Context: an optimization exercise on an open-source flow, tuned for small area. The choices shown serve that exercise and are no tape-out recipe.
Where RTL was checked, it was by simulation tests only, not by an equivalence proof against the original.
Power and IR drop assume default switching activity.

before:
==> module vga_controller, before the edit <==
module vga_controller(
    input clk,
    input rst,
    input [15:0] data,
    input en,
    output h_sync,
    output v_sync,
    output red0,
    output red1,
    output green0,
    output green1,
    output blue0,
    output blue1
    );
wire [5:0] a;
wire [2:0] b, p;
wire [9:0] y;
wire [287:0] SIPO;
wire [4:0] lim;
vga_sync sync_50M(.clk(clk), .rst(rst), .h_sync(h_sync), .v_sync(v_sync),
                  .a(a), .b(b), .p(p), .y_counter(y));
array_shifter myshift(.data(data), .en(en), .clk(clk), .rst(rst), .SIPO(SIPO), .lim(lim));
wire text_row = (y >= 10'd124) && (y <= 10'd131);
wire [17:0] ws;
genvar k;
generate for (k = 0; k < 18; k = k + 1) begin : g_ws
  assign ws[k] = (a == k + 6);
end endgenerate
reg [15:0] wd;
integer i;
always @* begin
  wd = 16'd0;
  for (i = 0; i < 18; i = i + 1)
    wd = wd | (SIPO[16*i +: 16] & {16{ws[i]}});
end
wire [3:0] nib = ((wd[15:12] & {4{b == 3'd0}}) | (wd[11:8] & {4{b == 3'd1}}) |
                  (wd[7:4] & {4{b == 3'd2}}) | (wd[3:0] & {4{b == 3'd3}})) & {4{{1'b0, a} >= lim}};
wire [4:0] fcode;
char_pos u_chr(.a(a[1:0]), .b(b), .code(fcode));
wire in_digits = (a >= 6'd6) && (a <= 6'd23);
wire is_comma = b[2];
wire in_fixed = (a >= 6'd3) && (a <= 6'd5);
wire [4:0] ncode = !text_row ? 5'd31 :
                   in_digits ? (!is_comma ? {1'b0, nib} : (a != 6'd23) ? 5'd16 : 5'd31) :
                   in_fixed ? fcode : 5'd31;
reg [4:0] code;
reg pix;
wire gpix;
num_pos u_num(.code(code), .yl(y[2:0]), .pp(p), .pix(gpix));
always @(posedge clk)
  if (rst) begin
    code <= 5'd31; pix <= 1'b0;
  end else begin
    if (p == 3'd2) code <= ncode;
    pix <= gpix;
  end
assign green0 = pix;
assign red0 = 1'b0;
assign red1 = 1'b0;
assign green1 = 1'b0;
assign blue0 = 1'b0;
assign blue1 = 1'b0;
endmodule
clock: 10.0 ns
lec_check: 0
cap_margin: 20
core_margin: 2
core_utilization: 30
slew_margin: 20
standard.sh (not shown) runs the stock make flow with config.mk's settings and CLKGATE_MAP_FILE= SYNTH_SCRIPT=/design/flow/synth_recipe.tcl, a recipe that flattens the netlist after the stock synthesis.
==> flow/flow/run.sh <==
#!/bin/bash
# Own flow: the standard layout (standard.sh) with three changes:
#  - synthesis maps the logic with an area-oriented ABC script (abc_area.script: deepsyn for
#    120 s, then area-recovering mapping) and without
#    Yosys's adder extraction; everything before ABC, and so every register, is the standard
#    synthesis's;
#  - clock tree: smaller clusters of clkbuf cells and no dummy loads (cts.args);
#  - port buffers: the cell named in port_buffer.txt.
# Each tool's log stays under orfs/logs/; make's output goes to flow_make.log.
set -euo pipefail
W=$PWD
F=$(cd "$(dirname "${BASH_SOURCE[0]}")" && pwd)
export MY_ABC_SCRIPT=$F/abc_area.script
export CTS_ARGS="$(cat "$F/cts.args")"
export BUFFER_PORTS_ARGS="-buffer_cell $(cat "$F/port_buffer.txt")"
{
  head -n 1 synth_recipe.tcl
  cat <<'TCL'
proc abc {args} {
  set i [lsearch -exact $args -script]
  if {$i >= 0} { set args [lreplace $args [expr {$i + 1}] [expr {$i + 1}] $::env(MY_ABC_SCRIPT)] }
  yosys abc {*}$args
}
TCL
  tail -n +2 synth_recipe.tcl
} > "$W/area_synth.tcl"
sed "s#SYNTH_SCRIPT=[^ ]*#SYNTH_SCRIPT=$W/area_synth.tcl ADDER_MAP_FILE=#" standard.sh > "$W/area_standard.sh"
grep -q "SYNTH_SCRIPT=$W/area_synth.tcl ADDER_MAP_FILE=" "$W/area_standard.sh"
bash "$W/area_standard.sh" finish > "$W/flow_make.log" 2>&1
test -s out/final.def
==> flow/flow/abc_area.script <==
&get -n
&st
&dc2
&deepsyn -T 120
&dch
&nf -R 1000
&put
==> flow/flow/cts.args <==
-sink_clustering_enable -repair_clock_nets -dont_use_dummy_load -buf_list sky130_fd_sc_hd__clkbuf_8 -sink_clustering_size 14 -sink_clustering_max_diameter 60
==> flow/flow/port_buffer.txt <==
sky130_fd_sc_hd__buf_1
#### Input delta (after over before)
-- flow/design.v --
<<< before, line 304
wire is_comma = b[2];
wire in_fixed = (a >= 6'd3) && (a <= 6'd5);
wire [4:0] ncode = !text_row ? 5'd31 :
                   in_digits ? (!is_comma ? {1'b0, nib} : (a != 6'd23) ? 5'd16 : 5'd31) :
                   in_fixed ? fcode : 5'd31;
reg [4:0] code;
>>> after, line 304
wire is_comma = b[2];
wire in_fixed = (a >= 6'd3) && (a <= 6'd5);
wire [4:0] ncode = in_digits ? (!is_comma ? {1'b0, nib} : (a != 6'd23) ? 5'd16 : 5'd31) :
                   in_fixed ? fcode : 5'd31;
reg [4:0] code;
<<< before, line 312
num_pos u_num(.code(code), .yl(y[2:0]), .pp(p), .pix(gpix));
always @(posedge clk)
  if (rst) begin
    code <= 5'd31; pix <= 1'b0;
  end else begin
    if (p == 3'd2) code <= ncode;
    pix <= gpix;
  end
assign green0 = pix;
assign red0 = 1'b0;
>>> after, line 311
num_pos u_num(.code(code), .yl(y[2:0]), .pp(p), .pix(gpix));
always @(posedge clk)
  if (p == 3'd2) code <= ncode;
always @(posedge clk)
  if (rst) pix <= 1'b0;
  else pix <= gpix & text_row;
assign green0 = pix;
assign red0 = 1'b0;
### Flow results
- Delta (after minus before): count of inverters not on the clock network in the layout went down by 4, global placement routability congestion has increased, average size of a mapped cell -0.36%, post-layout total power rose about 0.38%.
- Higher number of placed instances, taps included goes to after over before.

---

Starting RTL as in the previous note.
==> module vga_sync, before the edit <==
module vga_sync(
    input clk,
    input rst,
    output reg h_sync,
    output reg v_sync,
    output reg [5:0] a,
    output reg [2:0] b,
    output reg [2:0] p,
    output reg [9:0] y_counter
    );
wire [11:0] xc = {a, b, p};
wire x_end = a[5] & a[2] & a[1] & a[0] & b[2] & ~p[2] & p[1] & p[0];    
wire y_end = y_counter[9] & y_counter[3] & y_counter[2] & y_counter[1] & y_counter[0];   
always @(posedge clk)
  if (rst) begin
    a <= 6'd0; b <= 3'd1; p <= 3'd0;
    y_counter <= 10'd0;
    h_sync <= 1'b1;
    v_sync <= 1'b1;
  end else begin
    if (x_end) begin
      a <= 6'd0; b <= 3'd1; p <= 3'd0;
      y_counter <= y_end ? 10'd0 : y_counter + 10'd1;
    end else begin
      p <= p + 3'd1;
      if (p == 3'd7) begin
        if (b[2]) begin b <= 3'd0; a <= a + 6'd1; end
        else b <= b + 3'd1;
      end
    end
    h_sync <= ~((xc >= 12'd2080) && (xc <= 12'd2389));
    v_sync <= ~((y_counter == 10'd493) || (y_counter == 10'd494));
  end
endmodule
==> flow/config.mk <==
export PLATFORM = sky130hd
export DESIGN_NAME = vga_controller
export DESIGN_NICKNAME = vga_controller
export VERILOG_FILES = /design/flow/design.v
export SDC_FILE = /design/flow/constraint.sdc
export NUM_CORES = 4
export LEC_CHECK = 0
export CAP_MARGIN = 20
export CORE_MARGIN = 2
export CORE_UTILIZATION = 30
export SLEW_MARGIN = 20
==> flow/constraint.sdc <==
create_clock -name core_clock -period 10.0 [get_ports {clk}]
set_input_delay 2.0000 -clock core_clock [delete_from_list [all_inputs] [get_ports {clk}]]
set_output_delay 2.0000 -clock core_clock [all_outputs]
set_load 0.01 [all_outputs]
==> flow/flow/run.sh <==
#!/bin/bash
# Own flow: the standard layout (standard.sh) with three changes:
#  - synthesis maps the logic with an area-oriented ABC script (abc_area.script) and without
#    Yosys's adder extraction; everything before ABC, and so every register, is the standard
#    synthesis's;
#  - clock tree: smaller clusters of clkbuf cells and no dummy loads (cts.args);
#  - port buffers: the cell named in port_buffer.txt.
# Each tool's log stays under orfs/logs/; make's output goes to flow_make.log.
set -euo pipefail
W=$PWD
F=$(cd "$(dirname "${BASH_SOURCE[0]}")" && pwd)
export MY_ABC_SCRIPT=$F/abc_area.script
export CTS_ARGS="$(cat "$F/cts.args")"
export BUFFER_PORTS_ARGS="-buffer_cell $(cat "$F/port_buffer.txt")"
{
  head -n 1 synth_recipe.tcl
  cat <<'TCL'
proc abc {args} {
  set i [lsearch -exact $args -script]
  if {$i >= 0} { set args [lreplace $args [expr {$i + 1}] [expr {$i + 1}] $::env(MY_ABC_SCRIPT)] }
  yosys abc {*}$args
}
TCL
  tail -n +2 synth_recipe.tcl
} > "$W/area_synth.tcl"
sed "s#SYNTH_SCRIPT=[^ ]*#SYNTH_SCRIPT=$W/area_synth.tcl ADDER_MAP_FILE=#" standard.sh > "$W/area_standard.sh"
grep -q "SYNTH_SCRIPT=$W/area_synth.tcl ADDER_MAP_FILE=" "$W/area_standard.sh"
bash "$W/area_standard.sh" finish > "$W/flow_make.log" 2>&1
test -s out/final.def
==> flow/flow/abc_area.script <==
&get -n
&st
&dc2
&dch
&nf -R 1000
&put
==> flow/flow/cts.args <==
-sink_clustering_enable -repair_clock_nets -dont_use_dummy_load -buf_list sky130_fd_sc_hd__clkbuf_8 -sink_clustering_size 16 -sink_clustering_max_diameter 80
Scripts as last shown in full above: flow/flow/port_buffer.txt
Edit:
--- a/flow/design.v
+++ b/flow/design.v
@@ -3,6 +3,7 @@
     input rst,
     output reg h_sync,
     output reg v_sync,
+    output reg valid,
     output reg [5:0] a,
     output reg [2:0] b,
     output reg [2:0] p,
@@ -17,6 +18,7 @@
     y_counter <= 10'd0;
     h_sync <= 1'b1;
     v_sync <= 1'b1;
+    valid <= 1'b0;
   end else begin
     if (x_end) begin
       a <= 6'd0; b <= 3'd1; p <= 3'd0;
@@ -30,6 +32,7 @@
     end
     h_sync <= ~((xc >= 12'd2080) && (xc <= 12'd2389));
     v_sync <= ~((y_counter == 10'd493) || (y_counter == 10'd494));
+    valid <= x_end || (y_counter <= 10'd479 && xc <= 12'd2063);
   end
 endmodule
 module array_shifter(
@@ -278,9 +281,10 @@
 wire [5:0] a;
 wire [2:0] b, p;
 wire [9:0] y;
+wire valid;
 wire [287:0] SIPO;
 wire [4:0] lim;
-vga_sync sync_50M(.clk(clk), .rst(rst), .h_sync(h_sync), .v_sync(v_sync),
+vga_sync sync_50M(.clk(clk), .rst(rst), .h_sync(h_sync), .v_sync(v_sync), .valid(valid),
                   .a(a), .b(b), .p(p), .y_counter(y));
 array_shifter myshift(.data(data), .en(en), .clk(clk), .rst(rst), .SIPO(SIPO), .lim(lim));
 wire text_row = (y >= 10'd124) && (y <= 10'd131);
@@ -317,7 +321,7 @@
     if (p == 3'd2) code <= ncode;
     pix <= gpix;
   end
-assign green0 = pix;
+assign green0 = pix & valid;
 assign red0 = 1'b0;
 assign red1 = 1'b0;
 assign green1 = 1'b0;
=> Power grows by 0.38%. Worst setup slack improves by 88 ps. Cell count increases by 1.2%. Hold slack gets better by 32 ps. Non-clock buffer count grows by 1. Die area is higher by 0.44%. Cell area increases by 0.38%. Utilization is about the same. Clock power barely changes. Combinational power went down by about 0.5%. Synthesized cell count rose by 1.9%. Via count goes up by 2.7%.
For the second run of this note, only the layout was checked, not whether the RTL still works.

separate check: timing with driven ports:
The flow's constraints put no driver on any port. The routed layouts listed below were extracted and timed again, unchanged, in two steps. Step 1, drivers: a clkbuf_16 drives clk and a buf_2 each remaining input, both assumed. Step 2, shift: input delay + t, output delay - t, t = (earliest + latest rising clock arrival at the registers) / 2. This alone moves slack from input paths to output paths. Slacks: no drivers / after step 1 / after step 2; pairs: no drivers / after step 1.
| run | t (ns) | slack for setup (ns) | clock arrival spread, ns | slew at the worst register clock pin (ns) | worst data-port slew with drivers (ns) |
|---|---|---|---|---|---|
| before | 0.613 | 6.397 / 6.417 / 5.804 | 0.115 / 0.115 | 0.09 / 0.09 | 0.04 |
| after | 0.627 | 5.832 / 5.853 / 5.227 | 0.149 / 0.149 | 0.09 / 0.09 | 0.04 |
| the first run of note 2 | 0.593 | 6.054 / 6.076 / 5.483 | 0.096 / 0.096 | 0.10 / 0.10 | 0.05 |
| the second run of note 2 | 0.593 | 6.143 / 6.165 / 5.572 | 0.062 / 0.062 | 0.11 / 0.11 | 0.05 |
After both steps setup and hold are still met in every run listed. For after, which loses most, drivers alone change the setup slack by +0.021 ns; drivers and shift together by -0.605 ns.
